What follows belongs to an exercise in optimizing a design on an open flow for small area and a short achievable clock period; a production flow would make more cautious choices.
Function was checked by simulation only, so behaviour that the tests miss may differ from the original.
Power and IR drop assume default switching activity.

## fpmul_pipe
module fpmul_pipe (clk, oprA, oprB, Result);
    input clk;
    input [31:0] oprA, oprB;
    output [31:0] Result;
    wire [129:0] r1_d;
    wire [7:0] e1_d;
    wire s1_d;
    reg [129:0] r1_q;
    reg [7:0] e1_q;
    reg s1_q;
    wire [24:0] p2_d;
    reg [24:0] p2_q;
    reg [7:0] e2_q;
    reg s2_q;
    fpmul_sa u_sa (.oprA(oprA), .oprB(oprB), .r1(r1_d), .e1(e1_d), .s1(s1_d));
    fpmul_sb u_sb (.r1(r1_q), .p2(p2_d));
    fpmul_sc u_sc (.p2(p2_q), .e2(e2_q), .s2(s2_q), .Result(Result));
    always @(posedge clk)
    begin
        r1_q <= r1_d;
        e1_q <= e1_d;
        s1_q <= s1_d;
        p2_q <= p2_d;
        e2_q <= e1_q;
        s2_q <= s1_q;
    end
endmodule
Size in the first run: about 1,900 cells after synthesis, ~170 flip-flops, roughly 19,000 sq um of cells after synthesis.
==> flow/config.mk <==
export PLATFORM = sky130hd
export DESIGN_NAME = fpmul_pipe
export DESIGN_NICKNAME = fpmul_pipe
export VERILOG_FILES = /design/flow/design.v
export SDC_FILE = /design/flow/constraint.sdc
export NUM_CORES = 4
export LEC_CHECK = 0
export CAP_MARGIN = 20
export CORE_MARGIN = 2
export CORE_UTILIZATION = 40
export SETUP_SLACK_MARGIN = 5
export SLEW_MARGIN = 20
export SYNTH_HIERARCHICAL = 1
export SYNTH_MINIMUM_KEEP_SIZE = 0
==> flow/constraint.sdc <==
create_clock -name core_clock -period 9.5 [get_ports {clk}]
set_input_delay 1.9000 -clock core_clock [delete_from_list [all_inputs] [get_ports {clk}]]
set_output_delay 1.9000 -clock core_clock [all_outputs]
set_load 0.01 [all_outputs]
standard.sh (not shown) runs the stock make flow with config.mk's settings and CLKGATE_MAP_FILE= SYNTH_SCRIPT=/design/flow/synth_recipe.tcl, a recipe that flattens the netlist after the stock synthesis.
==> flow/flow/run.sh <==
#!/bin/bash
# The standard layout, except that the port buffers are buf_4 cells rather than the
# clkdlybuf4s50_1 delay cells buffer_ports picks by default.
set -euo pipefail
export BUFFER_PORTS_ARGS="-buffer_cell sky130_fd_sc_hd__buf_4"
bash standard.sh finish > orfs_flow.log 2>&1
Then changed:
--- a/flow/flow/run.sh
+++ b/flow/flow/run.sh
@@ -3 +3,2 @@
-# clkdlybuf4s50_1 delay cells buffer_ports picks by default.
+# clkdlybuf4s50_1 delay cells buffer_ports picks by default, and that timing repair aims
+# for a setup slack of 5.5 ns at the 9.5 ns clock.
@@ -5,0 +7 @@
+export SETUP_SLACK_MARGIN=5.5
- SETUP_SLACK_MARGIN: 5 -> unset
Result: The changed run went through all stages and came out clean. Via count came out higher by about 12%. Sequential share of layout area came out lower by 3.0 points. Worst setup slack gains 0.22 ns. Total power came out higher by about 6%. Global-route usage came out higher by 3.8 points. Register-to-register slack gains 0.34 ns. Final cell count came out higher by about 8%. Clock-buffer cell count came out lower by 5.
Then changed:
--- a/flow/flow/run.sh
+++ b/flow/flow/run.sh
@@ -4 +4 @@
-# for a setup slack of 5.5 ns at the 9.5 ns clock.
+# for a setup slack of 6.5 ns at the 9.5 ns clock.
@@ -7 +7 @@
-export SETUP_SLACK_MARGIN=5.5
+export SETUP_SLACK_MARGIN=6.5
The changed run finished with timing, DRC and antenna clean; power went up by 31%; design area rose by 8.9%; critical path depth is lower by 2; register-to-register slack improves by 0.41 ns; wire length grows by 9.6%; via count rose by 3.2%.

== v51 ==
fpmul_pipe again, from the RTL that the note above started with.
==> flow/config.mk <==
export PLATFORM = sky130hd
export DESIGN_NAME = fpmul_pipe
export DESIGN_NICKNAME = fpmul_pipe
export VERILOG_FILES = /design/flow/design.v
export SDC_FILE = /design/flow/constraint.sdc
export NUM_CORES = 4
export LEC_CHECK = 0
export CAP_MARGIN = 20
export CORE_MARGIN = 2
export CORE_UTILIZATION = 40
export CTS_BUF_LIST = sky130_fd_sc_hd__clkbuf_4 sky130_fd_sc_hd__clkbuf_8
export SETUP_SLACK_MARGIN = 5
export SLEW_MARGIN = 20
export SYNTH_HIERARCHICAL = 1
export SYNTH_MINIMUM_KEEP_SIZE = 0
==> flow/constraint.sdc <==
create_clock -name core_clock -period 9.5 [get_ports {clk}]
set_input_delay 1.9000 -clock core_clock [delete_from_list [all_inputs] [get_ports {clk}]]
set_output_delay 1.9000 -clock core_clock [all_outputs]
set_load 0.01 [all_outputs]
==> flow/flow/run.sh <==
#!/bin/bash
# The standard layout, except that the port buffers are buf_4 cells rather than the
# clkdlybuf4s50_1 delay cells buffer_ports picks by default.
set -euo pipefail
export BUFFER_PORTS_ARGS="-buffer_cell sky130_fd_sc_hd__buf_4"
bash standard.sh finish > orfs_flow.log 2>&1
The following lists how v20 was set up differently from v51:
Settings: removing CTS_BUF_LIST (formerly sky130_fd_sc_hd__clkbuf_4 sky130_fd_sc_hd__clkbuf_8).
==> flow/flow/run.sh <==
#!/bin/bash
# The standard layout, except that the port buffers are buf_2 cells rather than the
# clkdlybuf4s50_1 delay cells buffer_ports picks by default.
set -euo pipefail
export BUFFER_PORTS_ARGS="-buffer_cell sky130_fd_sc_hd__buf_2"
bash standard.sh finish > orfs_flow.log 2>&1
Re share of total power consumed by net switching: v51 and v20 aren't equal, and the lower value belongs to v20.
NOTE total wire length v51->v20 decreased slightly
Setup slack (higher): v20
Cell area | v20 vs v51 | v20 larger
Edits applied to the flow inputs when going from v20 to v39:
Settings: changing CORE_UTILIZATION from 40 to 60.
==> flow/flow/run.sh <==
#!/bin/bash
# The standard layout, except that the port buffers are buf_4 cells rather than the
# clkdlybuf4s50_1 delay cells buffer_ports picks by default.
set -euo pipefail
export BUFFER_PORTS_ARGS="-buffer_cell sky130_fd_sc_hd__buf_4"
bash standard.sh finish > orfs_flow.log 2>&1
==> notes.md <==
Each of the runs, namely v39 and v20, reached the end of the flow and came out clean. Compared with v20, v39 shows wire length that has gone down by a few percent. Mean instance size in the synthesized netlist: v20 vs v39 — no meaningful difference. Summary: with v20 as the reference, power in v39 moved up slightly.

[separate check: timing with driven ports]
The flow's constraints put no driver on any port. The routed layouts listed below were extracted and timed again, unchanged, in two steps. Step 1 sets driving cells, clkbuf_16 on the clock port and buf_2 on the other inputs (assumed; they add their load-dependent delay and slew). Step 2 adds t to the input delays and takes it off the output delays; t is the mean of the earliest and latest rising clock arrival at the registers after step 1. Input paths then give back, and output paths get back, about the clock's delay inside the block. a / b / c = ideal / step 1 / step 2; a / b = the first two.
run	t, ns	setup WS [ns]	hold WS [ns]	worst setup path after step 2	worst slew at a driven data input, ns
the first run of note 1	0.521	5.058 / 5.094 / 4.573	0.324 / 0.324 / 0.324	input to register	0.08
the second run of note 1	0.540	5.279 / 5.185 / 4.645	0.327 / 0.327 / 0.327	input to register	0.16
the third run of note 1	0.552	5.270 / 5.285 / 4.733	0.330 / 0.330 / 0.330	input to register	0.16
v51	0.568	5.020 / 5.046 / 4.479	0.325 / 0.325 / 0.325	input to register	0.09
v20	0.546	5.053 / 5.051 / 4.506	0.327 / 0.327 / 0.327	input to register	0.08
v39	0.506	5.062 / 5.095 / 4.589	0.325 / 0.325 / 0.325	input to register	0.06
After both steps setup and hold are still met in every run listed. The setup slack of the second run of note 1, which loses most, moves by -0.094 ns with the drivers and by -0.634 ns with both steps.
